Background: an optimization exercise with open tools, aiming at small area and a short achievable clock period. Do not read the settings as production practice.
At most, simulation tests tie the RTL to the original design; equivalence was not proved.
The RTL of runs 3 to 7 was laid out without a check of its function.
In every run shown here, the design's own scripts or RTL, not TritonCTS, make the clock network.
The clock port is modelled as an ideal driver, which makes a skipped or thinned clock tree look cheaper than it is; a real chip needs a root buffer or a tree.
Power is estimated from default activity; no workload was simulated.

--- design/flow/config.mk ---
export PLATFORM = sky130hd
export DESIGN_NAME = PacketArbiter
export DESIGN_NICKNAME = PacketArbiter
export VERILOG_FILES = /design/flow/design.v
export SDC_FILE = /design/flow/constraint.sdc
export NUM_CORES = 4
export LEC_CHECK = 0
export CAP_MARGIN = 20
export CORE_MARGIN = 2
export CORE_UTILIZATION = 60
export SETUP_SLACK_MARGIN = 2.3
export SLEW_MARGIN = 20
--- design/flow/constraint.sdc ---
create_clock -name core_clock -period 4.0 [get_ports {clk}]
set_input_delay 0.8000 -clock core_clock [delete_from_list [all_inputs] [get_ports {clk}]]
set_output_delay 0.8000 -clock core_clock [all_outputs]
set_load 0.01 [all_outputs]
--- design/flow/design.v ---
module PacketArbiter #
 ( parameter WIDTH = 8,
   parameter DEPTH = 8,
   parameter DLOG2 = 3,
   parameter KLOG2 = 3)
 ( input   clk,
   input   reset,
   input  [WIDTH-1:0]  A_tdata,
   input   A_tvalid,
   input   A_tlast,
   output reg A_tready,
   input  [WIDTH-1:0]  B_tdata,
   input   B_tvalid,
   input   B_tlast,
   output reg B_tready,
   output reg [WIDTH-1:0]  K_tdata,
   output reg K_tvalid,
   output reg K_tlast,
   input   K_tready);
  function [2:0] inc3(input [2:0] v);
    inc3 = {v[2] ^ (v[1] & v[0]), v[1] ^ v[0], ~v[0]};
  endfunction
  reg [WIDTH-1:0] A_mem [0:DEPTH-1];
  reg [WIDTH-1:0] B_mem [0:DEPTH-1];
  reg [WIDTH-1:0] K_mem [0:DEPTH-1];
  reg [2:0] wa, wb, lenA, lenB, kw;
  reg [DEPTH-1:0] ra, rb, kr;    
  reg grant;
  reg [WIDTH-1:0] cdata;
  reg [DEPTH-1:0] kwe;
  wire endA = (lenA != 0) && (lenA == kw);
  wire endB = (lenB != 0) && (lenB == kw);
  wire endc = grant ? endB : endA;
  wire [DEPTH-1:0] krn = {kr[DEPTH-1:1], 1'b0};
  wire klast = grant ? krn[lenA] : krn[lenB];
  always @(posedge clk, posedge reset) begin
    if (reset) begin
      wa <= 0; wb <= 0; lenA <= 0; lenB <= 0;
      A_tready <= 1'b0; B_tready <= 1'b0;
    end else begin
      if (A_tvalid) begin
        A_tready <= ~A_tlast;
        wa <= A_tlast ? 3'd0 : inc3(wa);
        if (A_tlast) lenA <= wa;
      end
      if (B_tvalid) begin
        B_tready <= ~B_tlast;
        wb <= B_tlast ? 3'd0 : inc3(wb);
        if (B_tlast) lenB <= wb;
      end
    end
  end
  always @(posedge clk, posedge reset) begin
    if (reset) begin
      ra <= 1; rb <= 1; kw <= 0; grant <= 1'b0;
    end else begin
      if (grant) rb <= {rb[DEPTH-2:0], rb[DEPTH-1]};
      else       ra <= {ra[DEPTH-2:0], ra[DEPTH-1]};
      kw <= endc ? 3'd0 : inc3(kw);
      grant <= grant ^ endc;
    end
  end
  always @(posedge clk, posedge reset) begin
    if (reset) begin
      kr <= 1; K_tvalid <= 1'b0; K_tlast <= 1'b0;
    end else if (K_tready) begin
      K_tvalid <= 1'b1;
      K_tlast <= klast;
      kr <= klast ? {{(DEPTH-1){1'b0}}, 1'b1} : {kr[DEPTH-2:0], kr[DEPTH-1]};
    end
  end
  reg [WIDTH-1:0] crd, krd;
  integer i;
  always @* begin
    crd = {WIDTH{1'b0}};
    krd = {WIDTH{1'b0}};
    for (i = 0; i < DEPTH; i = i + 1) begin
      crd = crd | ({WIDTH{~grant & ra[i]}} & A_mem[i])
                | ({WIDTH{ grant & rb[i]}} & B_mem[i]);
      krd = krd | ({WIDTH{kr[i]}} & K_mem[i]);
    end
  end
  wire kbyp = |(kwe & kr);
  always @(posedge clk) begin
    if (A_tvalid && !reset) A_mem[wa] <= A_tdata;
    if (B_tvalid && !reset) B_mem[wb] <= B_tdata;
    cdata <= crd;
    for (i = 0; i < DEPTH; i = i + 1) begin
      kwe[i] <= !reset && kw == i;
      if (kwe[i]) K_mem[i] <= cdata;
    end
    if (K_tready) K_tdata <= kbyp ? cdata : krd;
  end
endmodule
--- design/flow/flow/run.sh ---
#!/bin/bash
# Standard ORFS layout, except that the clock tree is built by flow/cts_pre.tcl
# (hooked in through PRE_CTS_TCL) instead of TritonCTS. make's output goes to
# make.log here; ORFS's per-step logs stay under orfs/logs.
set -euo pipefail
here=$(pwd)
bash standard.sh "PRE_CTS_TCL=$here/flow/cts_pre.tcl" finish > make.log 2>&1
--- design/flow/flow/cts_pre.tcl ---
# Sourced by ORFS's cts.tcl before clock_tree_synthesis (PRE_CTS_TCL): builds
# a two-level clock tree by hand (the clock port drives 4 mid buffers, which
# drive 8 leaf buffers, each leaf driving about 30 flip-flops), then turns
# the clock_tree_synthesis call that follows into a no-op.
source [file join [file dirname [info script]] mycts.tcl]
mycts_run 4 8 sky130_fd_sc_hd__clkbuf_16 sky130_fd_sc_hd__clkbuf_16
set_propagated_clock [all_clocks]
proc clock_tree_synthesis {args} {
  puts "clock_tree_synthesis skipped: manual clock tree in place"
}
--- design/flow/flow/mycts.tcl ---
proc mycts_centre {items} {
  set sx 0; set sy 0
  foreach s $items { set sx [expr {$sx + [lindex $s 1]}]; set sy [expr {$sy + [lindex $s 2]}] }
  set n [llength $items]
  return [list [expr {int($sx / $n)}] [expr {int($sy / $n)}]]
}
proc mycts_split {items ngroups} {
  set groups [list $items]
  set axis 0
  while {[llength $groups] < $ngroups} {
    set ng {}
    foreach g $groups {
      set idx [expr {$axis ? 2 : 1}]
      set s [lsort -real -index $idx $g]
      set h [expr {[llength $s] / 2}]
      lappend ng [lrange $s 0 [expr {$h - 1}]] [lrange $s $h end]
    }
    set groups $ng
    set axis [expr {1 - $axis}]
  }
  return $groups
}
proc mycts_buf {name cell xy innet} {
  set block [ord::get_db_block]
  set m [[ord::get_db] findMaster $cell]
  set b [odb::dbInst_create $block $m $name]
  set w [$m getWidth]
  $b setLocation [expr {[lindex $xy 0] - $w / 2}] [lindex $xy 1]
  $b setPlacementStatus PLACED
  set net [odb::dbNet_create $block net_$name]
  $net setSigType CLOCK
  [$b findITerm A] connect $innet
  [$b findITerm X] connect $net
  return $net
}
proc mycts_run {nmid nleaf midcell leafcell} {
  set block [ord::get_db_block]
  set clknet [$block findNet clk]
  $clknet setSigType CLOCK
  set sinks {}
  foreach it [$clknet getITerms] {
    set bb [[$it getInst] getBBox]
    lappend sinks [list $it [expr {([$bb xMin] + [$bb xMax]) / 2.0}] [expr {([$bb yMin] + [$bb yMax]) / 2.0}]]
  }
  set leaves {}
  set i 0
  foreach g [mycts_split $sinks $nleaf] {
    set c [mycts_centre $g]
    lappend leaves [list $g [lindex $c 0] [lindex $c 1] $i]
    incr i
  }
  set j 0
  foreach mg [mycts_split $leaves $nmid] {
    set mnet [mycts_buf clkmid_$j $midcell [mycts_centre $mg] $clknet]
    foreach lf $mg {
      set lnet [mycts_buf clkleaf_[lindex $lf 3] $leafcell [lrange $lf 1 2] $mnet]
      foreach s [lindex $lf 0] {
        set it [lindex $s 0]
        $it disconnect
        $it connect $lnet
      }
    }
    incr j
  }
}
--- design/flow/standard.sh ---
#!/bin/bash
# synth_recipe.tcl (not shown) runs the flow's synth.tcl, then flattens the netlist and writes it again
# the make line also repeats each setting of config.mk as NAME=value (left out here)
make -C /OpenROAD-flow-scripts/flow DESIGN_CONFIG=/design/flow/config.mk WORK_HOME=/design/flow/orfs CLKGATE_MAP_FILE= SYNTH_SCRIPT=/design/flow/synth_recipe.tcl "${@:-finish}"
==> results.py, run 1 <==
metrics = {
    "run_status": {
        "status": "no timing/DRC/antenna violations",
    },
    "critical_path": {
        "cp_max_fo": 7,
        "arrival_ns": 1.87,
        "end_kind": "flip-flop",
        "cp_slowest_cell": "dfrtp_2",
        "required_ns": 4.16,
        "worstSetupPathType": "flip-flop to flip-flop",
        "slowest_delay_ns": 0.44,
        "worstPathBufferInverterCount": 1,
        "crit_family": "compound AO/OA/AOI/OAI gates",
        "start_kind": "flip-flop",
        "path_cells": "buf_12 > mux2i_4 > mux2i_1 > o22ai_2 > a2bb2oi_4 > o22ai_1",
    },
    "placed_design": {
        "routabilityCongestion": 0.7797,
        "hpwlAfterDp_mm": 12.54,
        "placed_cells": 812,
        "portBuffers": 34,
    },
    "cts": {
        "clock_insertion_delay_worst_skew_ns": 0.30,
        "clk_pin_slew_ns": 0.12,
    },
    "die": {
        "start_util_pct": 61.35,
        "core_mm2": 0.01583,
        "die_h_um": 131.2,
        "die_w_um": 131.2,
        "ios": 35,
        "num_rows": 46,
        "die-area_mm2": 0.01722,
    },
    "yosys": {
        "synth-edff-count": 200,
        "syn-num-nets": 623,
        "ys_ff_latch": 260,
        "synthesis.instances": 592,
        "ys_seq_area_share_pct": 76.52,
        "syn-cell-area_mm2": 0.009711,
        "async_reset_ff_share_pct": 16.92,
        "avgSynthCellArea_um2": 16.40,
        "ys_warn_count": 2,
        "synth_ff_type": "edfxtp_1",
        "synth_cell_types": 49,
    },
    "finish": {
        "syn_to_final_growth_pct": 13.97,
        "mostFrequentLayoutCell": "edfxtp_1",
        "fill_cells": 1045,
        "reg_top3": "A_mem: 64 flops, B_mem: 64 flops, K_mem: 64 flops",
        "stdcell_count": 854,
        "final_cell_mix": "edfxtp_1 (200), a22oi_1 (52), dfrtp_1 (32)",
        "layout-drive-gt1-share_pct": 21.66,
        "multiInputGateArea_mm2": 0.002305,
        "fin_nets": 670,
        "register_area_mm2": 0.007446,
    },
    "global_route": {
        "grt_pass1_vias": 5462,
        "grt_util_all_layers_pct": 22.88,
        "antenna_found_initial": 1,
        "grt.overflow.total": 0,
        "grt_max_degree": 34,
        "grt_pass1_wl_mm": 30.97,
    },
    "route": {
        "vias": 5308,
        "drc": 0,
        "avgViaCountPerCell": 6.215,
        "routedWlPerCell_um": 22.84,
        "wl_mm": 19.51,
        "dr.pass1.iters": 5,
        "drt_iter0_drc": 435,
        "drtAntennaViolNets": 0,
    },
    "pwr": {
        "leakage_nw": 3.814,
        "p_per_area_mw_per_mm2": 575.2,
        "power_mw": 6.366,
        "ir_worst_vdd_uv": 559.0,
    },
    "sta": {
        "hold_slack_ns": 0.4875,
        "maxSlewViolCount": 0,
        "fin_worst_skew_ns": 0.01414,
        "rsz0062_at_grt": "true",
        "max_slew_margin_pct": 58.71,
        "min_period_ns": 1.711,
        "tightest_slew_ns": 0.6193,
        "clock.fmax_mhz": 584.5,
        "period_share_pct": 42.77,
        "final-setup-viol-count": 0,
        "hold_viol": 0,
        "tns_ns": 0,
    },
    "job": {
        "maxCapViolCount": 0,
    },
    "worst_hold_path": {
        "min_path_type": "flip-flop to flip-flop",
    },
}
==> worst register-to-register path, delay by kind of cell (launching register included) <==
| kind | cells | cell delay (ns) |
|---|---|---|
| AOI/OAI and AO/OA | 3 | 0.66 |
| DFF | 1 | 0.44 |
| muxes | 2 | 0.34 |
| buffers and inverters | 1 | 0.14 |
==> report_power, final <==
part,internal (mW),total [mW],switching (mW)
clock,0.544,1.22,0.673
combinational,0.666,1.30,0.632
sequential,3.39,3.85,0.463
==> area by class of cell <==
cell class	count	area share, %
Sequential cell	260	67.28
Multi-Input combinational cell	282	20.83
Timing Repair Buffer	68	6.162
Buffer	12	2.713
Tap cell	216	2.442
Inverter	14	0.5088
Timing Repair inverter	1	0.04522
Antenna cell	1	0.02261
==> cell families after synthesis <==
kind of cell               share of synthesized area, %
and+or+nand+nor                                   4.342
DFF                                               76.52
muxes                                             3.376
buffers and inverters                             2.087
xor gates and xnor gates                         0.3608
AOI/OAI and AO/OA                                 12.28
adders and majority gates                         1.031
==> what timing repair did <==
| action | CTS | global route |
|---|---|---|
| setup endpoints to repair | 194 | 83 |
| gates cloned | 3 | 1 |
| resized for setup | 81 | 20 |
| setup buffers | 21 | 4 |
| hold buffers | 0 | 0 |
| pin swaps | 9 | 7 |
==> through the flow <==
step	utilization (%)	setup slack (ns)	cell area, µm²
2_1_floorplan	-	1.656	9848
3_3_place_gp	65.33	1.192	10340
3_5_place_dp	65.33	1.136	10340
4_1_cts	69.15	2.298	10940
5_1_grt	69.92	2.201	11070
6_report	69.92	2.289	11070
==> per-layer routing <==
| metal | part of all wire [%] | track usage (%) | wire (µm) | vias to the layer above |
|---|---|---|---|---|
| li1 | - | - | - | 2434 |
| met1 | 41 | 30.40 | 8037 | 2740 |
| met2 | 54 | 42.89 | 10530 | 116 |
| met3 | 3.5 | 1.543 | 676 | 18 |
| met4 | 1.3 | 3.140 | 256 | 0 |
| met5 | 0 | 0 | 0 | - |
==> cell usage after synthesis, types with 2 or more instances <==
library cell	number	area share (%)
o31ai_1	2	0.15
a21oi_1	4	0.21
nand2b_1	5	0.32
o21ai_0	5	0.26
ha_1	8	1.0
a22o_1	24	2.2
nor4_1	4	0.26
buf_2	3	0.15
dfrtp_1	41	11
nand2_1	19	0.73
nor2b_1	5	0.32
a22oi_1	52	4.0
o22ai_1	7	0.45
nand3_1	3	0.15
and3_1	3	0.19
buf_1	2	0.077
xor2_1	2	0.18
a21o_1	8	0.62
mux2i_1	2	0.21
dfxtp_1	16	3.3
and2_1	4	0.26
nor2_1	27	1.0
clkbuf_1	31	1.2
a221oi_1	24	2.2
inv_1	14	0.54
xnor2_1	2	0.18
mux2_2	24	2.8
edfxtp_1	200	62
nor3_1	4	0.21
nand4_1	10	0.64
o21a_1	2	0.15
dfstp_2	3	0.81
a31oi_1	16	1.0
==> path summary, 6_finish.rpt <==
kind / slack [ns] / endpoint / depth (start not counted) / start
max reg2reg: 2.29 / kr[2] / 6 / grant
min: 0.49 / K_tvalid / 1 / K_tvalid
min reg2reg: 0.49 / K_tvalid / 1 / K_tvalid
max: 2.29 / kr[2] / 6 / grant
max in group asynchronous: 2.81 / kr[0] / 5 / reset
min in group asynchronous: 0.82 / lenB[0] / 4 / reset
==> inputs of run 2 (changes only) <==
--- a/design/flow/config.mk
+++ b/design/flow/config.mk
@@ -5,6 +5,7 @@
 export SDC_FILE = /design/flow/constraint.sdc
 export NUM_CORES = 4
 export LEC_CHECK = 0
+export ABC_CLOCK_PERIOD_IN_PS = 1500
 export CAP_MARGIN = 20
 export CORE_MARGIN = 2
 export CORE_UTILIZATION = 60
==> results.py, run 2 <==
metrics = {
    "run_status": {
        "status": "no timing/DRC/antenna violations",
    },
    "placed_design": {
        "postPlaceCellArea_mm2": 0.01034,
        "placed_cells": 812,
        "portBuffers": 34,
        "hpwlAfterDp_mm": 12.54,
        "routabilityCongestion": 0.7797,
        "dp_slack_ns": 1.136,
    },
    "sta": {
        "min_period_ns": 1.711,
        "hold_slack_ns": 0.4875,
        "max_slew_margin_pct": 58.71,
        "final-setup-viol-count": 0,
        "final.setup.worst_slack_ns": 2.289,
        "rsz0062_at_grt": "true",
        "fin_worst_skew_ns": 0.01414,
        "hold_viol": 0,
        "period_share_pct": 42.77,
        "tns_ns": 0,
        "clock.fmax_mhz": 584.5,
        "maxSlewViolCount": 0,
        "tightest_slew_ns": 0.6193,
    },
    "global_route": {
        "grt_pass1_vias": 5462,
        "grt_util_all_layers_pct": 22.88,
        "antenna_found_initial": 1,
        "grt.overflow.total": 0,
        "grt_pass1_wl_mm": 30.97,
        "grt_max_degree": 34,
    },
    "finish": {
        "fin_nets": 670,
        "post-route-util_pct": 69.92,
        "multiInputGateArea_mm2": 0.002305,
        "fill_cells": 1045,
        "stdcell_count": 854,
        "layout-drive-gt1-share_pct": 21.66,
        "mostFrequentLayoutCell": "edfxtp_1",
        "register_area_mm2": 0.007446,
        "syn_to_final_growth_pct": 13.97,
        "reg_top3": "A_mem: 64 flops, B_mem: 64 flops, K_mem: 64 flops",
        "finalInstanceArea_mm2": 0.01107,
        "final_cell_mix": "edfxtp_1 (200), a22oi_1 (52), dfrtp_1 (32)",
    },
    "worst_hold_path": {
        "holdPathEnd": "K_tvalid",
        "min_path_type": "flip-flop to flip-flop",
        "min_path_cells": 1,
        "hp-start": "K_tvalid",
    },
    "die": {
        "ios": 35,
        "core_mm2": 0.01583,
        "die_h_um": 131.2,
        "die-area_mm2": 0.01722,
        "die_w_um": 131.2,
        "start_util_pct": 61.35,
        "num_rows": 46,
    },
    "yosys": {
        "syn-cell-area_mm2": 0.009711,
        "ys_warn_count": 2,
        "async_reset_ff_share_pct": 16.92,
        "syn-num-nets": 623,
        "avgSynthCellArea_um2": 16.40,
        "synth_cell_types": 49,
        "ys_ff_latch": 260,
        "synthesis.instances": 592,
        "netlist_top_cells_count": "edfxtp_1 (200), a22oi_1 (52), dfrtp_1 (41)",
        "ys_top_cells_by_area": "edfxtp_1 (62%), dfrtp_1 (11%), a22oi_1 (4.0%)",
        "synth_ff_type": "edfxtp_1",
        "ys_seq_area_share_pct": 76.52,
        "yosys.area.top_type_share_pct": 61.85,
        "synth-edff-count": 200,
        "synth_top_area_cell": "edfxtp_1",
        "yosys.cell_count.top_type": "edfxtp_1",
    },
    "job": {
        "maxCapViolCount": 0,
    },
    "route": {
        "avgViaCountPerCell": 6.215,
        "wl_mm": 19.51,
        "drt_iter0_drc": 435,
        "dr.pass1.iters": 5,
        "drc": 0,
        "vias": 5308,
        "routedWlPerCell_um": 22.84,
        "drtAntennaViolNets": 0,
    },
    "critical_path": {
        "worstSetupPathType": "flip-flop to flip-flop",
        "end_kind": "flip-flop",
        "ff2ff_path_depth": 6,
        "start_kind": "flip-flop",
        "worst_r2r_endpoint": "kr[2]",
        "required_ns": 4.16,
        "r2r-start": "grant",
        "r2r_slack_ns": 2.29,
        "arrival_ns": 1.87,
        "cp_max_fo": 7,
    },
    "pwr": {
        "leakage_nw": 3.814,
        "ir_worst_vdd_uv": 559.0,
        "p_per_area_mw_per_mm2": 575.2,
        "power_mw": 6.366,
    },
    "cts": {
        "clk_pin_slew_ns": 0.12,
        "clock_insertion_delay_worst_skew_ns": 0.30,
        "cts_hold_buf": 0,
    },
}
## run 2: final cells by class
| type | instances | share of cell area (%) |
|---|---|---|
| multi-input cells | 282 | 20.83 |
| diodes | 1 | 0.02261 |
| inverters | 14 | 0.5088 |
| well taps | 216 | 2.442 |
| plain buffers | 12 | 2.713 |
| repair buffers | 68 | 6.162 |
| flip-flops and latches | 260 | 67.28 |
| repair inverters | 1 | 0.04522 |
## run 2: where the power goes
| group | switching, mW | internal (mW) |
|---|---|---|
| registers | 0.463 | 3.39 |
| logic | 0.632 | 0.666 |
| clock network | 0.673 | 0.544 |
## run 2: worst max-delay path by stage
stage / from / to / slack (ns) / cells after the start
after floorplan: reset / B_mem[1][0] / 1.66 / 4
after global placement: reset / B_mem[1][7] / 1.19 / 5
after detailed placement: reset / B_mem[1][7] / 1.14 / 5
after CTS: grant / K_tlast / 2.30 / 6
after global routing: lenB[0] / K_tlast / 2.20 / 5
final: grant / kr[2] / 2.29 / 6
## run 2: routing by layer
layer  share of wire [%]  track usage, %  vias up
li1                    -               -     2434
met4                 1.3           3.140        0
met1                  41           30.40     2740
met5                   0               0        -
met2                  54           42.89      116
met3                 3.5           1.543       18
## run 2: timing repair
item / 4_1_cts / 5_1_grt
setup endpoints to repair: 194 / 83
pin swaps: 9 / 7
setup buffers: 21 / 4
gates cloned: 3 / 1
resized for setup: 81 / 20
## run 2: kinds of logic (layout without fill, tap and decap cells)
logic type               after synthesis  after routing  synth area share [%]
AND/OR/NAND/NOR                       87             87                 4.342
XOR/XNOR                               4              4                0.3608
adder cells (fa/ha/maj)                8              8                 1.031
multiplexers                          28             28                 3.376
flip-flops                           260            260                 76.52
buffers and inverters                 51             95                 2.087
other                                  0              1                     0
AO/OA/AOI/OAI                        154            155                 12.28
## run 2: critical path, stage by stage, from the launching register on
cell	delay (ns)
dfrtp_2	0.44
buf_12	0.14
mux2i_4	0.19
mux2i_1	0.15
o22ai_2	0.27
a2bb2oi_4	0.26
o22ai_1	0.13
==> inputs of run 3 (changes only) <==
--- a/design/flow/design.v
+++ b/design/flow/design.v
@@ -26,8 +26,6 @@
   reg [2:0] wa, wb, lenA, lenB, kw;
   reg [DEPTH-1:0] ra, rb, kr;    
   reg grant;
-  reg [WIDTH-1:0] cdata;
-  reg [DEPTH-1:0] kwe;
   wire endA = (lenA != 0) && (lenA == kw);
   wire endB = (lenB != 0) && (lenB == kw);
   wire endc = grant ? endB : endA;
@@ -80,15 +78,10 @@
       krd = krd | ({WIDTH{kr[i]}} & K_mem[i]);
     end
   end
-  wire kbyp = |(kwe & kr);
   always @(posedge clk) begin
     if (A_tvalid && !reset) A_mem[wa] <= A_tdata;
     if (B_tvalid && !reset) B_mem[wb] <= B_tdata;
-    cdata <= crd;
-    for (i = 0; i < DEPTH; i = i + 1) begin
-      kwe[i] <= !reset && kw == i;
-      if (kwe[i]) K_mem[i] <= cdata;
-    end
-    if (K_tready) K_tdata <= kbyp ? cdata : krd;
+    if (!reset) K_mem[kw] <= crd;
+    if (K_tready) K_tdata <= krd;
   end
 endmodule
--- a/design/flow/config.mk
+++ b/design/flow/config.mk
@@ -5,7 +5,6 @@
 export SDC_FILE = /design/flow/constraint.sdc
 export NUM_CORES = 4
 export LEC_CHECK = 0
-export ABC_CLOCK_PERIOD_IN_PS = 1500
 export CAP_MARGIN = 20
 export CORE_MARGIN = 2
 export CORE_UTILIZATION = 60
==> results.py, run 3 <==
metrics = {
    "sta": {
        "period_share_pct": 44.22,
        "tightest_slew_ns": 0.5957,
        "hold_slack_ns": 0.4792,
        "maxSlewViolCount": 0,
        "hold_viol": 0,
        "final-setup-viol-count": 0,
        "max_slew_margin_pct": 60.29,
        "fin_worst_skew_ns": 0.01953,
        "tns_ns": 0,
        "min_period_ns": 1.769,
        "clock.fmax_mhz": 565.4,
        "rsz0062_at_grt": "true",
    },
    "finish": {
        "layout-drive-gt1-share_pct": 26.60,
        "antenna_cells": 0,
        "final_cell_mix": "edfxtp_1 (200), a22oi_1 (59), dfrtp_1 (29)",
        "mostFrequentLayoutCell": "edfxtp_1",
        "fin_nets": 637,
        "reg_top3": "A_mem: 64 flops, B_mem: 64 flops, K_mem: 64 flops",
        "syn_to_final_growth_pct": 17.35,
    },
    "critical_path": {
        "worstPathBufferInverterCount": 1,
        "start_kind": "flip-flop",
        "end_kind": "flip-flop",
        "crit_family": "compound AO/OA/AOI/OAI gates",
        "worstSetupPathType": "flip-flop to flip-flop",
        "slowest_delay_ns": 0.47,
        "path_cells": "buf_4 > or2b_1 > o32ai_4 > o21ai_2 > o22a_2 > mux2_4",
        "required_ns": 4.21,
        "cp_slowest_cell": "dfrtp_2",
        "cp_max_fo": 5,
        "arrival_ns": 1.98,
    },
    "worst_hold_path": {
        "min_path_type": "flip-flop to flip-flop",
    },
    "yosys": {
        "synth-edff-count": 200,
        "async_reset_ff_share_pct": 18.03,
        "synthesis.instances": 569,
        "synth_ff_type": "edfxtp_1",
        "ys_warn_count": 1,
        "ys_seq_area_share_pct": 77.35,
        "netlist_top_cells_count": "edfxtp_1 (200), a22oi_1 (64), dfrtp_1 (41)",
        "syn-num-nets": 595,
        "yosys.cell_count.top_type": "edfxtp_1",
        "synth_top_area_cell": "edfxtp_1",
        "syn-cell-area_mm2": 0.009193,
        "ys_ff_latch": 244,
        "avgSynthCellArea_um2": 16.16,
        "synth_cell_types": 42,
        "yosys.area.top_type_share_pct": 65.33,
        "ys_top_cells_by_area": "edfxtp_1 (65%), dfrtp_1 (11%), a22oi_1 (5.2%)",
    },
    "global_route": {
        "grt_pass1_wl_mm": 32.18,
        "grt_pass1_vias": 5249,
        "use_met2_pct": 43.91,
        "busiest_layer": "met2",
        "use_met1_pct": 39.02,
        "grt_max_degree": 32,
        "grt.overflow.total": 0,
        "grt_util_all_layers_pct": 26.12,
        "antenna_found_initial": 0,
        "grtUsageMet3_pct": 2.379,
    },
    "cts": {
        "clock_insertion_delay_worst_skew_ns": 0.31,
        "clk_pin_slew_ns": 0.11,
    },
    "pwr": {
        "p_per_area_mw_per_mm2": 556.6,
        "leakage_nw": 3.586,
        "ir_worst_vdd_uv": 521.6,
    },
    "run_status": {
        "status": "no timing/DRC/antenna violations",
    },
    "die": {
        "die-area_mm2": 0.01633,
        "ios": 35,
        "num_rows": 45,
        "core_mm2": 0.01509,
        "start_util_pct": 60.92,
        "die_w_um": 127.8,
        "die_h_um": 127.8,
    },
    "placed_design": {
        "hpwlAfterDp_mm": 13.97,
        "portBuffers": 34,
        "routabilityCongestion": 0.8790,
    },
    "route": {
        "routedWlPerCell_um": 26.32,
        "dr.pass1.iters": 5,
        "vias": 5305,
        "wl_mm": 20.98,
        "avgViaCountPerCell": 6.656,
        "drt_iter0_drc": 723,
        "drtAntennaViolNets": 0,
        "drc": 0,
    },
    "job": {
        "maxCapViolCount": 0,
    },
}
==> run 3: worst reg2reg max path: stages, from the launching register on <==
cell and delay (ns):
dfrtp_2 0.47, buf_4 0.14, or2b_1 0.25, o32ai_4 0.15, o21ai_2 0.11, o22a_2 0.28
mux2_4 0.27
==> run 3: area by class of cell <==
class | instances | area (µm²)
Sequential cell | 244 | 7126
Inverter | 18 | 71.32
Fill cell | 943 | 4302
Multi-Input combinational cell | 269 | 2417
Tap cell | 188 | 235.2
Timing Repair Buffer | 66 | 638.1
Buffer | 12 | 300.3
==> run 3: layer usage <==
| layer | part of all wire [%] | vias to the layer above | wire [µm] |
|---|---|---|---|
| li1 | - | 2312 | - |
| met1 | 42 | 2710 | 8852 |
| met2 | 50 | 254 | 10390 |
| met3 | 6.6 | 29 | 1392 |
| met4 | 1.6 | 0 | 343 |
| met5 | 0 | - | 0 |
==> run 3: what timing repair did <==
item,4_1_cts,5_1_grt
endpoints found under the setup margin,334,137
pin swaps,17,10
cloned,2,0
buffers inserted,20,2
hold buffers,0,0
resized for setup,108,33
==> run 3: path summary, 6_finish.rpt <==
check | from | end | slack [ns] | depth (start not counted)
max reg2reg | grant | K_tlast | 2.23 | 6
max | grant | K_tlast | 2.23 | 6
max in group asynchronous | reset | rb[0] | 2.93 | 5
min in group asynchronous | reset | rb[4] | 0.66 | 4
min reg2reg | K_tvalid | K_tvalid | 0.48 | 1
min | K_tvalid | K_tvalid | 0.48 | 1
==> run 3: per-stage QoR <==
step	power [mW]	utilization [%]	setup slack, ns	area [µm²]	instances
6_report	6.005	71.49	2.231	10790	797
5_1_grt	6.223	71.49	2.180	10790	797
4_1_cts	5.924	70.09	2.220	10580	795
3_5_place_dp	4.574	65.38	1.046	9866	761
3_3_place_gp	4.533	65.38	1.106	9866	761
2_1_floorplan	4.139	-	1.578	9403	569
==> run 3: cell families (layout without fill, tap and decap cells) <==
logic type	after synthesis	after routing	share of synthesized area [%]
AND/OR/NAND/NOR	101	101	5.240
AO/OA/AOI/OAI	133	134	10.92
flip-flops	244	244	77.35
multiplexers	26	26	3.144
XOR/XNOR	5	5	0.4764
buffers and inverters	57	96	2.464
adder cells (fa/ha/maj)	3	3	0.4084
==> run 3: power breakdown <==
group / total (mW) / internal, mW / switching, mW / leakage [nW]
Sequential: 3.46 / 3.16 / 0.307 / 2.38
Clock: 1.21 / 0.544 / 0.671 / 0.148
Combinational: 1.33 / 0.572 / 0.753 / 1.06
==> inputs of run 4 (changes only) <==
--- a/design/flow/design.v
+++ b/design/flow/design.v
@@ -23,14 +23,14 @@
   reg [WIDTH-1:0] A_mem [0:DEPTH-1];
   reg [WIDTH-1:0] B_mem [0:DEPTH-1];
   reg [WIDTH-1:0] K_mem [0:DEPTH-1];
-  reg [2:0] wa, wb, lenA, lenB, kw;
-  reg [DEPTH-1:0] ra, rb, kr;    
+  reg [2:0] wa, wb, lenA, lenB, kw, kr;
+  reg [DEPTH-1:0] ra, rb;    
   reg grant;
   wire endA = (lenA != 0) && (lenA == kw);
   wire endB = (lenB != 0) && (lenB == kw);
   wire endc = grant ? endB : endA;
-  wire [DEPTH-1:0] krn = {kr[DEPTH-1:1], 1'b0};
-  wire klast = grant ? krn[lenA] : krn[lenB];
+  wire klast = grant ? ((lenA != 0) && (lenA == kr))
+                     : ((lenB != 0) && (lenB == kr));
   always @(posedge clk, posedge reset) begin
     if (reset) begin
       wa <= 0; wb <= 0; lenA <= 0; lenB <= 0;
@@ -60,28 +60,29 @@
   end
   always @(posedge clk, posedge reset) begin
     if (reset) begin
-      kr <= 1; K_tvalid <= 1'b0; K_tlast <= 1'b0;
+      kr <= 0; K_tvalid <= 1'b0; K_tlast <= 1'b0;
     end else if (K_tready) begin
       K_tvalid <= 1'b1;
       K_tlast <= klast;
-      kr <= klast ? {{(DEPTH-1){1'b0}}, 1'b1} : {kr[DEPTH-2:0], kr[DEPTH-1]};
+      kr <= klast ? 3'd0 : inc3(kr);
     end
   end
-  reg [WIDTH-1:0] crd, krd;
+  reg [WIDTH-1:0] ard, brd, krd;
   integer i;
   always @* begin
-    crd = {WIDTH{1'b0}};
+    ard = {WIDTH{1'b0}};
+    brd = {WIDTH{1'b0}};
     krd = {WIDTH{1'b0}};
     for (i = 0; i < DEPTH; i = i + 1) begin
-      crd = crd | ({WIDTH{~grant & ra[i]}} & A_mem[i])
-                | ({WIDTH{ grant & rb[i]}} & B_mem[i]);
-      krd = krd | ({WIDTH{kr[i]}} & K_mem[i]);
+      ard = ard | ({WIDTH{ra[i]}} & A_mem[i]);
+      brd = brd | ({WIDTH{rb[i]}} & B_mem[i]);
+      krd = krd | ({WIDTH{kr == i}} & K_mem[i]);
     end
   end
   always @(posedge clk) begin
     if (A_tvalid && !reset) A_mem[wa] <= A_tdata;
     if (B_tvalid && !reset) B_mem[wb] <= B_tdata;
-    if (!reset) K_mem[kw] <= crd;
+    if (!reset) K_mem[kw] <= grant ? brd : ard;
     if (K_tready) K_tdata <= krd;
   end
 endmodule
==> results.py, run 4 <==
metrics = {
    "global_route": {
        "grt_max_degree": 31,
        "grt_pass1_wl_mm": 29.45,
        "grt_pass1_vias": 5104,
        "grt.overflow.total": 0,
        "antenna_found_initial": 0,
        "grt_util_all_layers_pct": 24.02,
    },
    "die": {
        "die_h_um": 127.0,
        "start_util_pct": 61.94,
        "die_w_um": 127.0,
        "core_mm2": 0.01464,
        "die-area_mm2": 0.01612,
        "ios": 35,
        "num_rows": 44,
    },
    "route": {
        "vias": 5129,
        "drtAntennaViolNets": 0,
        "avgViaCountPerCell": 6.550,
        "routedWlPerCell_um": 25.32,
        "wl_mm": 19.83,
        "drt_iter0_drc": 736,
        "drc": 0,
        "dr.pass1.iters": 6,
    },
    "yosys": {
        "synthesis.instances": 536,
        "synth-edff-count": 200,
        "syn-num-nets": 568,
        "ys_top_cells_by_area": "edfxtp_1 (66%), dfrtp_1 (10%), a222oi_1 (3.3%)",
        "syn-cell-area_mm2": 0.009070,
        "synth_top_area_cell": "edfxtp_1",
        "netlist_top_cells_count": "edfxtp_1 (200), dfrtp_1 (37), a222oi_1 (30)",
        "ys_seq_area_share_pct": 77.00,
        "avgSynthCellArea_um2": 16.92,
        "synth_cell_types": 44,
        "yosys.area.top_type_share_pct": 66.22,
        "ys_warn_count": 1,
        "async_reset_ff_share_pct": 16.32,
        "ys_ff_latch": 239,
        "synth_ff_type": "edfxtp_1",
        "yosys.cell_count.top_type": "edfxtp_1",
    },
    "finish": {
        "mostFrequentLayoutCell": "edfxtp_1",
        "final_cell_mix": "edfxtp_1 (200), buf_4 (38), a222oi_1 (30)",
        "reg_top3": "A_mem: 64 flops, B_mem: 64 flops, K_mem: 64 flops",
        "syn_to_final_growth_pct": 19.66,
        "fill_cells": 899,
        "antenna_cells": 0,
        "layout-drive-gt1-share_pct": 33.06,
        "fin_nets": 633,
    },
    "critical_path": {
        "required_ns": 4.07,
        "worstSetupPathType": "flip-flop to flip-flop",
        "arrival_ns": 2.04,
        "end_kind": "flip-flop",
        "cp_max_fo": 6,
        "start_kind": "flip-flop",
    },
    "sta": {
        "hold_slack_ns": 0.4656,
        "tns_ns": 0,
        "rsz0062_at_grt": "true",
        "max_slew_margin_pct": 54.65,
        "final-setup-viol-count": 0,
        "final.setup.worst_slack_ns": 2.023,
        "min_period_ns": 1.977,
        "tightest_slew_ns": 0.6802,
        "fin_worst_skew_ns": 0.01666,
        "clock.fmax_mhz": 505.7,
        "maxSlewViolCount": 0,
        "period_share_pct": 49.44,
        "hold_viol": 0,
    },
    "pwr": {
        "leakage_nw": 3.670,
        "combPwrFrac_pct": 27.5,
        "p_per_area_mw_per_mm2": 571.1,
        "p_sw_share_pct": 29.20,
        "pwr-share-seq_pct": 53.5,
        "power_mw": 6.198,
        "clkPwrFrac_pct": 19.0,
        "ir_worst_vdd_uv": 424.2,
        "p_switching_mw": 1.810,
        "p_int_mw": 4.388,
    },
    "placed_design": {
        "portBuffers": 34,
        "hpwlAfterDp_mm": 13.15,
        "routabilityCongestion": 0.9141,
        "dp_slack_ns": 1.067,
    },
    "worst_hold_path": {
        "min_path_type": "flip-flop to flip-flop",
    },
    "cts": {
        "clk_pin_slew_ns": 0.11,
        "clock_insertion_delay_worst_skew_ns": 0.30,
    },
    "job": {
        "maxCapViolCount": 0,
    },
    "run_status": {
        "status": "no timing/DRC/antenna violations",
    },
}
run 4: changes by cell type after synthesis, sizes merged, moves of 9 or more:
cell    previous run  this run
nor2              25        16
buf                5        17
nand4             17         0
a22o              16         4
nand3              5        17
a22oi             64        21
clkbuf            34        17
a222oi             0        30
run 4: repair_timing:
action,4_1_cts,5_1_grt
buffers inserted,30,16
pin swaps,33,20
resized for setup,126,24
gates cloned,0,1
setup endpoints to repair,340,167
hold buffers,0,0
run 4: layout make-up:
type	instances	area, µm²	share of cell area [%]
buffer	12	300.3	2.767
inverter	15	70.07	0.6456
multi-input combinational	248	2465	22.71
sequential	239	7010	64.60
tap	184	230.2	2.121
timing repair buffer	85	777.0	7.159
run 4: worst max-delay path, stage by stage, from the launching register on:
cell	delay (ns)
dfrtp_2	0.44
inv_4	0.07
ha_4	0.19
buf_6	0.14
clkbuf_16	0.14
a222oi_1	0.35
mux2i_1	0.14
a221o_1	0.28
run 4: metrics by stage:
stage / cells / instance area [µm²] / utilization [%]
after floorplan: 536 / 9453 / -
after global placement: 724 / 9844 / 67.22
final: 783 / 10850 / 74.11
after CTS: 766 / 10630 / 72.58
after detailed placement: 724 / 9844 / 67.22
after global routing: 783 / 10850 / 74.11
run 4: power by group through the flow:
stage | registers [mW] | clock network [mW] | logic, mW
after floorplan | 3.28 | 0 | 0.970
after global placement | 3.39 | 0 | 1.29
after detailed placement | 3.39 | 0 | 1.31
after CTS | 3.34 | 1.19 | 1.52
after global routing | 3.34 | 1.28 | 1.83
final | 3.31 | 1.18 | 1.70
run 4: path summary, 6_finish.rpt:
check	startpoint	end	slack [ns]	cells past startpoint
worst min register to register	K_tvalid	K_tvalid	0.47	1
max in group asynchronous	reset	rb[0]	2.88	4
worst min-delay path	K_tvalid	K_tvalid	0.47	1
worst max-delay path	kr[0]	K_tdata[6]	2.02	7
worst max register to register	kr[0]	K_tdata[6]	2.02	7
min in group asynchronous	reset	ra[2]	0.61	3
run 4: per-layer routing:
layer	vias to the layer above	global-route usage (%)	wire length [µm]	share of wire, %
met2	230	42.00	10150	51
met4	0	4.719	459	2.3
met5	-	0	0	0
met1	2609	33.91	8030	41
li1	2260	-	-	-
met3	30	2.024	1183	6.0
run 4: cell families (layout without fill, tap and decap cells):
family / Yosys count / in the layout / share of synthesized area [%]
mux: 30 / 30 / 3.628
fa+ha+maj: 9 / 9 / 1.242
buf+inv: 49 / 112 / 2.469
flops: 239 / 239 / 77.00
xor+xnor: 9 / 9 / 0.8690
simple gates: 87 / 87 / 4.470
compound gates: 113 / 113 / 10.32
==> inputs of run 5 (changes only) <==
--- a/design/flow/design.v
+++ b/design/flow/design.v
@@ -17,14 +17,12 @@
    output reg K_tvalid,
    output reg K_tlast,
    input   K_tready);
-  function [2:0] inc3(input [2:0] v);
-    inc3 = {v[2] ^ (v[1] & v[0]), v[1] ^ v[0], ~v[0]};
-  endfunction
   reg [WIDTH-1:0] A_mem [0:DEPTH-1];
   reg [WIDTH-1:0] B_mem [0:DEPTH-1];
   reg [WIDTH-1:0] K_mem [0:DEPTH-1];
-  reg [2:0] wa, wb, lenA, lenB, kw, kr;
+  reg [DLOG2-1:0] wa, wb, lenA, lenB;
   reg [DEPTH-1:0] ra, rb;    
+  reg [KLOG2-1:0] kw, kr;
   reg grant;
   wire endA = (lenA != 0) && (lenA == kw);
   wire endB = (lenB != 0) && (lenB == kw);
@@ -38,12 +36,12 @@
     end else begin
       if (A_tvalid) begin
         A_tready <= ~A_tlast;
-        wa <= A_tlast ? 3'd0 : inc3(wa);
+        wa <= A_tlast ? {DLOG2{1'b0}} : wa + 1'b1;
         if (A_tlast) lenA <= wa;
       end
       if (B_tvalid) begin
         B_tready <= ~B_tlast;
-        wb <= B_tlast ? 3'd0 : inc3(wb);
+        wb <= B_tlast ? {DLOG2{1'b0}} : wb + 1'b1;
         if (B_tlast) lenB <= wb;
       end
     end
@@ -54,7 +52,7 @@
     end else begin
       if (grant) rb <= {rb[DEPTH-2:0], rb[DEPTH-1]};
       else       ra <= {ra[DEPTH-2:0], ra[DEPTH-1]};
-      kw <= endc ? 3'd0 : inc3(kw);
+      kw <= endc ? {KLOG2{1'b0}} : kw + 1'b1;
       grant <= grant ^ endc;
     end
   end
@@ -64,25 +62,32 @@
     end else if (K_tready) begin
       K_tvalid <= 1'b1;
       K_tlast <= klast;
-      kr <= klast ? 3'd0 : inc3(kr);
+      kr <= klast ? {KLOG2{1'b0}} : kr + 1'b1;
     end
   end
-  reg [WIDTH-1:0] ard, brd, krd;
+  wire [DEPTH-1:0] sa, sb, sk;
+  genvar j;
+  generate
+    for (j = 0; j < DEPTH; j = j + 1) begin : g_sel
+      assign sa[j] = ~grant & ra[j];
+      assign sb[j] =  grant & rb[j];
+      assign sk[j] = (kr == j);
+    end
+  endgenerate
+  reg [WIDTH-1:0] crd, krd;
   integer i;
   always @* begin
-    ard = {WIDTH{1'b0}};
-    brd = {WIDTH{1'b0}};
+    crd = {WIDTH{1'b0}};
     krd = {WIDTH{1'b0}};
     for (i = 0; i < DEPTH; i = i + 1) begin
-      ard = ard | ({WIDTH{ra[i]}} & A_mem[i]);
-      brd = brd | ({WIDTH{rb[i]}} & B_mem[i]);
-      krd = krd | ({WIDTH{kr == i}} & K_mem[i]);
+      crd = crd | ({WIDTH{sa[i]}} & A_mem[i]) | ({WIDTH{sb[i]}} & B_mem[i]);
+      krd = krd | ({WIDTH{sk[i]}} & K_mem[i]);
     end
   end
   always @(posedge clk) begin
     if (A_tvalid && !reset) A_mem[wa] <= A_tdata;
     if (B_tvalid && !reset) B_mem[wb] <= B_tdata;
-    if (!reset) K_mem[kw] <= grant ? brd : ard;
+    if (!reset) K_mem[kw] <= crd;
     if (K_tready) K_tdata <= krd;
   end
 endmodule
==> results.py, run 5 <==
metrics = {
    "sta": {
        "rsz0062_at_grt": "true",
        "final-setup-viol-count": 0,
        "hold_slack_ns": 0.4698,
        "min_period_ns": 1.972,
        "maxSlewViolCount": 0,
        "tns_ns": 0,
        "hold_viol": 0,
        "clock.fmax_mhz": 507.1,
        "fin_worst_skew_ns": 0.01912,
        "tightest_slew_ns": 0.6253,
        "max_slew_margin_pct": 58.00,
        "period_share_pct": 49.30,
    },
    "cts": {
        "cts_hold_buf": 0,
        "clock_insertion_delay_worst_skew_ns": 0.30,
        "clk_pin_slew_ns": 0.12,
    },
    "finish": {
        "fin_nets": 619,
        "layout-drive-gt1-share_pct": 30.26,
        "finalInstanceArea_mm2": 0.01073,
        "mostFrequentLayoutCell": "edfxtp_1",
        "antenna_cells": 0,
        "fill_cells": 962,
        "post-route-util_pct": 71.34,
        "final_cell_mix": "edfxtp_1 (200), buf_4 (32), a22oi_1 (29)",
        "syn_to_final_growth_pct": 17.84,
        "reg_top3": "A_mem: 64 flops, B_mem: 64 flops, K_mem: 64 flops",
        "stdcell_count": 773,
    },
    "route": {
        "wl_mm": 20.68,
        "drtAntennaViolNets": 0,
        "dr.pass1.iters": 5,
        "routedWlPerCell_um": 26.76,
        "drc": 0,
        "avgViaCountPerCell": 6.592,
        "drt_iter0_drc": 635,
        "vias": 5096,
    },
    "yosys": {
        "ys_warn_count": 1,
        "yosys.cell_count.top_type": "edfxtp_1",
        "ys_seq_area_share_pct": 76.74,
        "netlist_top_cells_count": "edfxtp_1 (200), dfrtp_1 (37), a22oi_1 (32)",
        "ys_top_cells_by_area": "edfxtp_1 (66%), dfrtp_1 (10%), a22oi_1 (2.6%)",
        "syn-cell-area_mm2": 0.009101,
        "synth_cell_types": 40,
        "avgSynthCellArea_um2": 16.98,
        "synthesis.instances": 536,
        "async_reset_ff_share_pct": 16.32,
        "synth_top_area_cell": "edfxtp_1",
        "yosys.area.top_type_share_pct": 65.99,
        "ys_ff_latch": 239,
        "syn-num-nets": 568,
        "synth-edff-count": 200,
        "synth_ff_type": "edfxtp_1",
    },
    "critical_path": {
        "arrival_ns": 2.04,
        "worst_r2r_endpoint": "K_tdata[7]",
        "worstSetupPathType": "flip-flop to flip-flop",
        "r2r_slack_ns": 2.03,
        "start_kind": "flip-flop",
        "cp_slowest_cell": "a222oi_1",
        "cp_max_fo": 16,
        "r2r-start": "kr[1]",
        "end_kind": "flip-flop",
        "ff2ff_path_depth": 5,
        "required_ns": 4.07,
        "slowest_delay_ns": 0.48,
        "path_cells": "inv_4 > ha_2 > a222oi_1 > mux2i_1 > a221o_1",
    },
    "die": {
        "core_mm2": 0.01503,
        "die_w_um": 127.2,
        "num_rows": 45,
        "die_h_um": 127.2,
        "start_util_pct": 60.54,
        "ios": 35,
        "die-area_mm2": 0.01617,
    },
    "placed_design": {
        "routabilityCongestion": 0.8880,
        "postPlaceCellArea_mm2": 0.009871,
        "placed_cells": 726,
        "portBuffers": 34,
        "hpwlAfterDp_mm": 13.74,
    },
    "global_route": {
        "grt_pass1_wl_mm": 30.80,
        "grt_pass1_vias": 5045,
        "grt_util_all_layers_pct": 25.33,
        "grt_max_degree": 35,
        "antenna_found_initial": 0,
        "grt.overflow.total": 0,
    },
    "run_status": {
        "status": "no timing/DRC/antenna violations",
    },
    "worst_hold_path": {
        "hp-start": "K_tvalid",
        "holdPathEnd": "K_tvalid",
        "min_path_cells": 1,
        "min_path_type": "flip-flop to flip-flop",
    },
    "pwr": {
        "p_per_area_mw_per_mm2": 555.7,
        "leakage_nw": 3.600,
        "ir_worst_vdd_uv": 575.4,
    },
    "job": {
        "maxCapViolCount": 0,
    },
}
-- run 5: changes by cell type in the layout (fill, tap and decap cells not counted), sizes merged, moves of 10 or more --
cell,delta
a22o,+12
nand2,-10
nand3,-15
a222oi,-14
buf,-13
a22oi,+11
-- run 5: cells by family (layout without fill, tap and decap cells) --
family,Yosys count,in the layout,share of synthesized area (%)
flops,239,239,76.74
compound gates,118,118,10.81
xor+xnor,9,9,0.8660
fa+ha+maj,9,9,1.237
buf+inv,50,99,2.488
simple gates,80,80,4.179
mux,31,31,3.684
-- run 5: metal layers --
metal | vias to the layer above | part of all wire (%) | global-route usage [%]
met5 | - | 0 | 0
met3 | 30 | 6.4 | 2.889
met1 | 2622 | 41 | 35.54
met4 | 0 | 2.2 | 4.072
li1 | 2242 | - | -
met2 | 202 | 50 | 44.50
-- run 5: critical path: cells and delay by family (launching register included) --
| kind | cells | cell delay (ns) |
|---|---|---|
| AO/OA/AOI/OAI | 2 | 0.77 |
| flip-flops | 1 | 0.44 |
| adder cells (fa/ha/maj) | 1 | 0.29 |
| multiplexers | 1 | 0.18 |
| buffers and inverters | 1 | 0.06 |
-- run 5: how the worst max path moves through the flow --
stage	startpoint	endpoint	slack [ns]	depth (start not counted)
after floorplan	reset	A_mem[0][0]	1.81	3
after global placement	reset	A_mem[4][0]	1.22	4
after detailed placement	reset	K_mem[6][2]	1.13	4
after CTS	kr[0]	K_tdata[7]	2.04	5
after global routing	kr[0]	K_tdata[4]	2.00	6
final	kr[1]	K_tdata[7]	2.03	5
-- run 5: power by group --
part           switching [mW]  internal, mW
combinational           0.799         0.597
clock                   0.661         0.544
sequential              0.269          3.09
-- run 5: cell type report --
| class | count | area, µm² | area share, % |
|---|---|---|---|
| well taps | 188 | 235.2 | 2.193 |
| multi-input cells | 247 | 2489 | 23.20 |
| flip-flops and latches | 239 | 7010 | 65.36 |
| inverters | 15 | 68.82 | 0.6416 |
| plain buffers | 12 | 300.3 | 2.800 |
| repair buffers | 72 | 621.8 | 5.798 |
-- run 5: through the flow --
step | setup WS, ns | total power, mW
global route | 2.000 | 6.186
floorplan | 1.813 | 4.223
global placement | 1.216 | 4.614
CTS | 2.035 | 5.948
finish | 2.028 | 5.960
detailed placement | 1.132 | 4.655
-- run 5: what timing repair did --
| action | 4_1_cts | 5_1_grt |
|---|---|---|
| setup buffers | 26 | 9 |
| setup endpoints to repair | 344 | 136 |
| pin swaps | 18 | 5 |
| gates resized for setup | 111 | 20 |
==> inputs of run 6 (changes only) <==
--- a/design/flow/design.v
+++ b/design/flow/design.v
@@ -24,6 +24,9 @@
   reg [DEPTH-1:0] ra, rb;    
   reg [KLOG2-1:0] kw, kr;
   reg grant;
+  reg [WIDTH-1:0] cdata;
+  reg [KLOG2-1:0] kwd;
+  reg             kwv;
   wire endA = (lenA != 0) && (lenA == kw);
   wire endB = (lenB != 0) && (lenB == kw);
   wire endc = grant ? endB : endA;
@@ -84,10 +87,14 @@
       krd = krd | ({WIDTH{sk[i]}} & K_mem[i]);
     end
   end
+  wire kbyp = kwv & (kwd == kr);
   always @(posedge clk) begin
     if (A_tvalid && !reset) A_mem[wa] <= A_tdata;
     if (B_tvalid && !reset) B_mem[wb] <= B_tdata;
-    if (!reset) K_mem[kw] <= crd;
-    if (K_tready) K_tdata <= krd;
+    cdata <= crd;
+    kwd <= kw;
+    kwv <= ~reset;
+    if (kwv) K_mem[kwd] <= cdata;
+    if (K_tready) K_tdata <= kbyp ? cdata : krd;
   end
 endmodule
==> results.py, run 6 <==
metrics = {
    "run_status": {
        "status": "no timing/DRC/antenna violations",
    },
    "die": {
        "die_h_um": 129.4,
        "start_util_pct": 61.81,
        "die-area_mm2": 0.01674,
        "die_w_um": 129.4,
        "ios": 35,
        "num_rows": 45,
        "core_mm2": 0.01526,
    },
    "pwr": {
        "p_sw_share_pct": 28.29,
        "pwr-share-seq_pct": 58.5,
        "combPwrFrac_pct": 21.3,
        "p_switching_mw": 1.719,
        "p_int_mw": 4.359,
        "ir_worst_vdd_uv": 501.7,
        "p_per_area_mw_per_mm2": 565.9,
        "clkPwrFrac_pct": 20.2,
        "power_mw": 6.078,
        "leakage_nw": 3.601,
    },
    "global_route": {
        "grt_pass1_vias": 5406,
        "grt.overflow.total": 0,
        "grt_util_all_layers_pct": 25.60,
        "grt_pass1_wl_mm": 31.97,
        "grt_max_degree": 41,
        "antenna_found_initial": 1,
    },
    "critical_path": {
        "cp_max_fo": 12,
        "start_kind": "flip-flop",
        "required_ns": 4.06,
        "worstSetupPathType": "flip-flop to flip-flop",
        "arrival_ns": 1.97,
        "r2r_slack_ns": 2.09,
        "end_kind": "flip-flop",
    },
    "route": {
        "top_layer": "met4",
        "drt_iter0_drc": 646,
        "avgViaCountPerCell": 6.498,
        "vias": 5413,
        "dr.pass1.iters": 5,
        "drtAntennaViolNets": 0,
        "wl_mm": 20.86,
        "routedWlPerCell_um": 25.04,
        "met1Wirelength_mm": 8.993,
        "drc": 0,
        "met3_length_mm": 1.309,
        "met2_wirelength_mm": 10.17,
    },
    "sta": {
        "final-setup-viol-count": 0,
        "min_period_ns": 1.909,
        "period_share_pct": 47.73,
        "maxSlewViolCount": 0,
        "fin_worst_skew_ns": 0.01976,
        "clock.fmax_mhz": 523.8,
        "max_slew_margin_pct": 42.88,
        "hold_viol": 0,
        "tightest_slew_ns": 0.8522,
        "rsz0062_at_grt": "true",
        "tns_ns": 0,
    },
    "placed_design": {
        "hpwlAfterDp_mm": 13.81,
        "routabilityCongestion": 0.9001,
        "portBuffers": 34,
    },
    "yosys": {
        "syn-cell-area_mm2": 0.009432,
        "synth_cell_types": 46,
        "avgSynthCellArea_um2": 16.21,
        "yosys.cell_count.top_type": "edfxtp_1",
        "ys_ff_latch": 251,
        "ys_top_cells_by_area": "edfxtp_1 (64%), dfrtp_1 (9.8%), a22oi_1 (2.8%)",
        "ys_warn_count": 1,
        "synth_ff_type": "edfxtp_1",
        "netlist_top_cells_count": "edfxtp_1 (200), dfrtp_1 (37), a22oi_1 (35)",
        "syn-num-nets": 614,
        "synth-edff-count": 200,
        "async_reset_ff_share_pct": 15.54,
        "yosys.area.top_type_share_pct": 63.68,
        "synth_top_area_cell": "edfxtp_1",
        "ys_seq_area_share_pct": 76.60,
        "synthesis.instances": 582,
    },
    "cts": {
        "cts_hold_buf": 0,
        "clock_insertion_delay_worst_skew_ns": 0.31,
        "clk_pin_slew_ns": 0.12,
    },
    "finish": {
        "fill_cells": 1021,
        "layout-drive-gt1-share_pct": 21.06,
        "reg_top3": "A_mem: 64 flops, B_mem: 64 flops, K_mem: 64 flops",
        "mostFrequentLayoutCell": "edfxtp_1",
        "final_cell_mix": "edfxtp_1 (200), a22oi_1 (34), dfrtp_1 (30)",
        "syn_to_final_growth_pct": 13.89,
        "antenna_cells": 0,
        "fin_nets": 656,
    },
    "job": {
        "maxCapViolCount": 0,
    },
    "worst_hold_path": {
        "min_path_type": "flip-flop to flip-flop",
    },
}
[run 6: final cells by class]
class,count,area [µm²],share of cell area (%)
well taps,211,264.0,2.458
repair buffers,63,530.5,4.939
inverters,16,71.32,0.6639
multi-input cells,280,2340,21.78
flip-flops and latches,251,7236,67.36
plain buffers,12,300.3,2.796
[run 6: logic make-up after synthesis]
family,count (synthesis),synth area share [%]
AO/OA/AOI/OAI,133,11.00
XOR/XNOR,11,1.022
adder cells (fa/ha/maj),9,1.194
buffers and inverters,51,2.428
flip-flops,251,76.60
multiplexers,22,2.587
AND/OR/NAND/NOR,105,5.174
[run 6: through the flow]
stage | std cells | util (%) | setup WS (ns) | cell area, µm² | hold slack, ns
after CTS | 833 | 70.30 | 2.059 | 10730 | 0.4828
after global routing | 833 | 70.40 | 1.945 | 10740 | 0.4960
final | 833 | 70.40 | 2.091 | 10740 | 0.4799
after floorplan | 582 | - | 1.793 | 9762 | 0.4115
after detailed placement | 794 | 66.72 | 1.100 | 10180 | 0.4560
after global placement | 794 | 66.72 | 1.158 | 10180 | 0.4523
[run 6: final timing paths]
check                         start          to  depth (start not counted)
hold reg to reg            K_tvalid    K_tvalid                          1
setup reg to reg              kr[1]  K_tdata[2]                          7
min in group asynchronous     reset       wb[2]                          3
setup / recovery              kr[1]  K_tdata[2]                          7
hold / removal             K_tvalid    K_tvalid                          1
max in group asynchronous     reset       kr[2]                          3
[run 6: critical path: stages (launching register included)]
cell and delay (ns):
dfrtp_2 0.45, inv_4 0.06, ha_4 0.22, buf_4 0.16, a222oi_1 0.30, nand2_1 0.09, a222oi_1 0.29, a21oi_1 0.10
[run 6: timing repair]
item                       in CTS  in global routing
gates resized for setup        82                  8
pin swaps                      17                 10
setup endpoints to repair     238                 69
setup buffers                  27                  0
cloned                          0                  0
[run 6: power groups by stage]
stage                     registers, mW  logic, mW  clock network (mW)
after floorplan                    3.52      0.845                   0
after global placement             3.61       1.12                   0
after detailed placement           3.64       1.14                   0
after CTS                          3.55       1.28                1.23
after global routing               3.59       1.42                1.32
final                              3.55       1.30                1.23
[run 6: layer usage]
metal	global-route usage, %	vias up
met5	0	-
met4	5.179	0
met3	3.138	25
met2	42.97	206
met1	37.00	2790
li1	-	2392
==> inputs of run 7 (changes only) <==
--- a/design/flow/design.v
+++ b/design/flow/design.v
@@ -20,8 +20,7 @@
   reg [WIDTH-1:0] A_mem [0:DEPTH-1];
   reg [WIDTH-1:0] B_mem [0:DEPTH-1];
   reg [WIDTH-1:0] K_mem [0:DEPTH-1];
-  reg [DLOG2-1:0] wa, wb, lenA, lenB;
-  reg [DEPTH-1:0] ra, rb;    
+  reg [DLOG2-1:0] wa, wb, lenA, lenB, ra, rb;
   reg [KLOG2-1:0] kw, kr;
   reg grant;
   reg [WIDTH-1:0] cdata;
@@ -51,10 +50,10 @@
   end
   always @(posedge clk, posedge reset) begin
     if (reset) begin
-      ra <= 1; rb <= 1; kw <= 0; grant <= 1'b0;
+      ra <= 0; rb <= 0; kw <= 0; grant <= 1'b0;
     end else begin
-      if (grant) rb <= {rb[DEPTH-2:0], rb[DEPTH-1]};
-      else       ra <= {ra[DEPTH-2:0], ra[DEPTH-1]};
+      if (grant) rb <= rb + 1'b1;
+      else       ra <= ra + 1'b1;
       kw <= endc ? {KLOG2{1'b0}} : kw + 1'b1;
       grant <= grant ^ endc;
     end
@@ -72,8 +71,8 @@
   genvar j;
   generate
     for (j = 0; j < DEPTH; j = j + 1) begin : g_sel
-      assign sa[j] = ~grant & ra[j];
-      assign sb[j] =  grant & rb[j];
+      assign sa[j] = ~grant & (ra == j);
+      assign sb[j] =  grant & (rb == j);
       assign sk[j] = (kr == j);
     end
   endgenerate
==> results.py, run 7 <==
metrics = {
    "global_route": {
        "antenna_found_initial": 1,
        "grt.overflow.total": 0,
        "grt_pass1_vias": 5648,
        "grt_max_degree": 32,
        "grt_util_all_layers_pct": 26.22,
        "grt_pass1_wl_mm": 33.11,
    },
    "pwr": {
        "clkPwrFrac_pct": 15.7,
        "p_int_mw": 5.070,
        "leakage_nw": 3.805,
        "ir_worst_vdd_uv": 549.4,
        "p_switching_mw": 2.617,
        "pwr-share-seq_pct": 46.8,
        "p_sw_share_pct": 34.04,
        "combPwrFrac_pct": 37.5,
        "p_per_area_mw_per_mm2": 669.0,
    },
    "critical_path": {
        "cp_max_fo": 8,
        "ff2ff_path_depth": 6,
        "worstSetupPathType": "flip-flop to flip-flop",
        "required_ns": 4.19,
        "arrival_ns": 1.97,
        "start_kind": "flip-flop",
        "end_kind": "flip-flop",
    },
    "cts": {
        "clk_pin_slew_ns": 0.11,
        "cts_hold_buf": 0,
        "clock_insertion_delay_worst_skew_ns": 0.30,
    },
    "route": {
        "routedWlPerCell_um": 24.51,
        "drt_iter0_drc": 544,
        "drc": 0,
        "avgViaCountPerCell": 6.394,
        "drtAntennaViolNets": 0,
        "vias": 5780,
        "wl_mm": 22.15,
        "dr.pass1.iters": 7,
    },
    "finish": {
        "final_cell_mix": "edfxtp_1 (200), buf_4 (38), nand2_1 (29)",
        "mostFrequentLayoutCell": "edfxtp_1",
        "fin_nets": 733,
        "reg_top3": "A_mem: 64 flops, B_mem: 64 flops, K_mem: 64 flops",
        "fill_cells": 1047,
        "syn_to_final_growth_pct": 19.79,
        "stdcell_count": 904,
        "layout-drive-gt1-share_pct": 27.80,
    },
    "yosys": {
        "async_reset_ff_share_pct": 12.03,
        "ys_top_cells_by_area": "edfxtp_1 (63%), dfrtp_1 (7.6%), ha_1 (2.7%)",
        "syn-num-nets": 671,
        "ys_ff_latch": 241,
        "synthesis.instances": 627,
        "ys_seq_area_share_pct": 72.68,
        "yosys.cell_count.top_type": "edfxtp_1",
        "yosys.area.top_type_share_pct": 62.61,
        "synth-edff-count": 200,
        "avgSynthCellArea_um2": 15.30,
        "syn-cell-area_mm2": 0.009593,
        "ys_warn_count": 1,
        "netlist_top_cells_count": "edfxtp_1 (200), nor2_1 (39), nand2_1 (32)",
        "synth_ff_type": "edfxtp_1",
        "synth_cell_types": 59,
        "synth_top_area_cell": "edfxtp_1",
    },
    "placed_design": {
        "routabilityCongestion": 0.8717,
        "placed_cells": 848,
        "hpwlAfterDp_mm": 14.26,
        "dp_slack_ns": 1.234,
        "portBuffers": 34,
    },
    "die": {
        "core_mm2": 0.01577,
        "die_h_um": 130.4,
        "ios": 35,
        "start_util_pct": 60.83,
        "die_w_um": 130.4,
        "num_rows": 46,
        "die-area_mm2": 0.01702,
    },
    "worst_hold_path": {
        "min_path_type": "flip-flop to flip-flop",
        "min_path_cells": 1,
    },
    "sta": {
        "tns_ns": 0,
        "tightest_slew_ns": 0.5663,
        "fin_worst_skew_ns": 0.01807,
        "rsz0062_at_grt": "true",
        "maxSlewViolCount": 0,
        "max_slew_margin_pct": 62.21,
        "period_share_pct": 44.42,
        "min_period_ns": 1.777,
        "final-setup-viol-count": 0,
        "clock.fmax_mhz": 562.9,
        "hold_viol": 0,
        "final.setup.worst_slack_ns": 2.223,
    },
    "job": {
        "maxCapViolCount": 0,
    },
    "run_status": {
        "status": "no timing/DRC/antenna violations",
    },
}
-- run 7: cell types whose count changed in the layout (fill, tap and decap cells not counted), sizes merged, moves of 7 or more --
cell,previous run,this run
a222oi,18,10
a22o,18,7
a22oi,35,16
a32oi,0,7
a41oi,0,11
buf,44,58
dfrtp,37,29
ha,9,21
mux2,19,12
mux2i,3,12
nand3,3,19
nor2,32,39
o21ai,10,22
-- run 7: layout make-up --
type                            instances  area, µm²  area share [%]
Sequential cell                       241       6988           60.81
Multi-Input combinational cell        332       3065           26.68
Timing Repair Buffer                   82      777.0           6.762
Buffer                                 12      300.3           2.613
Tap cell                              216      270.3           2.352
Inverter                               20      87.58          0.7622
Antenna cell                            1      2.502         0.02178
-- run 7: cells by family after synthesis --
logic type	Yosys count	share of synthesized area (%)
flip-flops	241	72.68
AO/OA/AOI/OAI	139	11.18
AND/OR/NAND/NOR	134	6.626
buffers and inverters	55	2.817
multiplexers	24	2.700
adder cells (fa/ha/maj)	21	2.739
XOR/XNOR	13	1.265
-- run 7: power groups by stage --
stage                     Combinational [mW]  Clock (mW)  Sequential [mW]
after detailed placement                2.00           0             3.66
after CTS                               2.73        1.21             3.59
after global routing                    3.08        1.29             3.65
after global placement                  1.96           0             3.63
after floorplan                         1.53           0             3.50
final                                   2.88        1.21             3.60
-- run 7: critical path, cell delays in order (launching register included) --
cell	delay (ns)
dfrtp_1	0.43
buf_6	0.13
ha_4	0.17
ha_4	0.23
a221oi_2	0.33
a41oi_1	0.08
a211o_1	0.30
-- run 7: path summary, 6_finish.rpt --
| kind | start | endpoint | slack (ns) |
|---|---|---|---|
| worst max-delay path | ra[1] | cdata[1] | 2.22 |
| worst min-delay path | K_tvalid | K_tvalid | 0.48 |
| worst max register to register | ra[1] | cdata[1] | 2.22 |
| worst min register to register | K_tvalid | K_tvalid | 0.48 |
| max in group asynchronous | reset | grant | 2.89 |
| min in group asynchronous | reset | ra[2] | 0.78 |
-- run 7: stage by stage --
step | total power [mW] | hold WS [ns] | instance area [µm²] | utilization, %
3_5_place_dp | 5.661 | 0.4566 | 10310 | 65.36
5_1_grt | 8.021 | 0.4996 | 11490 | 72.87
3_3_place_gp | 5.592 | 0.4487 | 10310 | 65.36
4_1_cts | 7.528 | 0.4818 | 11380 | 72.14
6_report | 7.687 | 0.4771 | 11490 | 72.87
2_1_floorplan | 5.029 | 0.4115 | 9912 | -
-- run 7: per-layer routing --
layer / track usage (%) / wire [µm]
met4: 6.008 / 580
met3: 3.379 / 1318
met1: 35.59 / 8886
met2: 46.10 / 11370
met5: 0 / 0
-- run 7: repair_timing --
item,4_1_cts,5_1_grt
setup endpoints to repair,212,91
pin swaps,32,22
gates cloned,3,0
setup buffers,37,3
gates resized for setup,141,26

==> what the ideal ports hide <==
In the flow no input, the clock included, has a driving cell. The finished layouts below were timed again as built, in two steps.
Step 1: set_driving_cell puts a clkbuf_16 on clk and a buf_2 on each other input, an assumption about the parent block.
Step 2 moves the port delays by t, midway between the first and last clock arrival at a register: inputs arrive t later, outputs are due t later. That takes back most of the time a late clock gives input paths.
a / b / c = no drivers / after step 1 / after step 2; a / b = the first two.
| run | t, ns | setup WS [ns] | latest minus earliest clock arrival (ns) | worst data-port slew with drivers (ns) | cell pins on the clock port's net |
|---|---|---|---|---|---|
| run 1 | 0.390 | 2.289 / 2.239 / 1.988 | 0.020 / 0.020 | 0.06 | 4 |
| run 2 | 0.390 | 2.289 / 2.239 / 1.988 | 0.020 / 0.020 | 0.06 | 4 |
| run 3 | 0.396 | 2.231 / 2.231 / 1.998 | 0.021 / 0.022 | 0.04 | 4 |
| run 4 | 0.382 | 2.023 / 2.023 / 1.983 | 0.016 / 0.017 | 0.06 | 4 |
| run 5 | 0.386 | 2.028 / 2.028 / 1.988 | 0.020 / 0.020 | 0.06 | 4 |
| run 6 | 0.389 | 2.091 / 2.091 / 2.014 | 0.020 / 0.020 | 0.04 | 4 |
| run 7 | 0.390 | 2.223 / 2.223 / 2.001 | 0.020 / 0.020 | 0.06 | 4 |
After both steps every run listed still meets setup and hold.
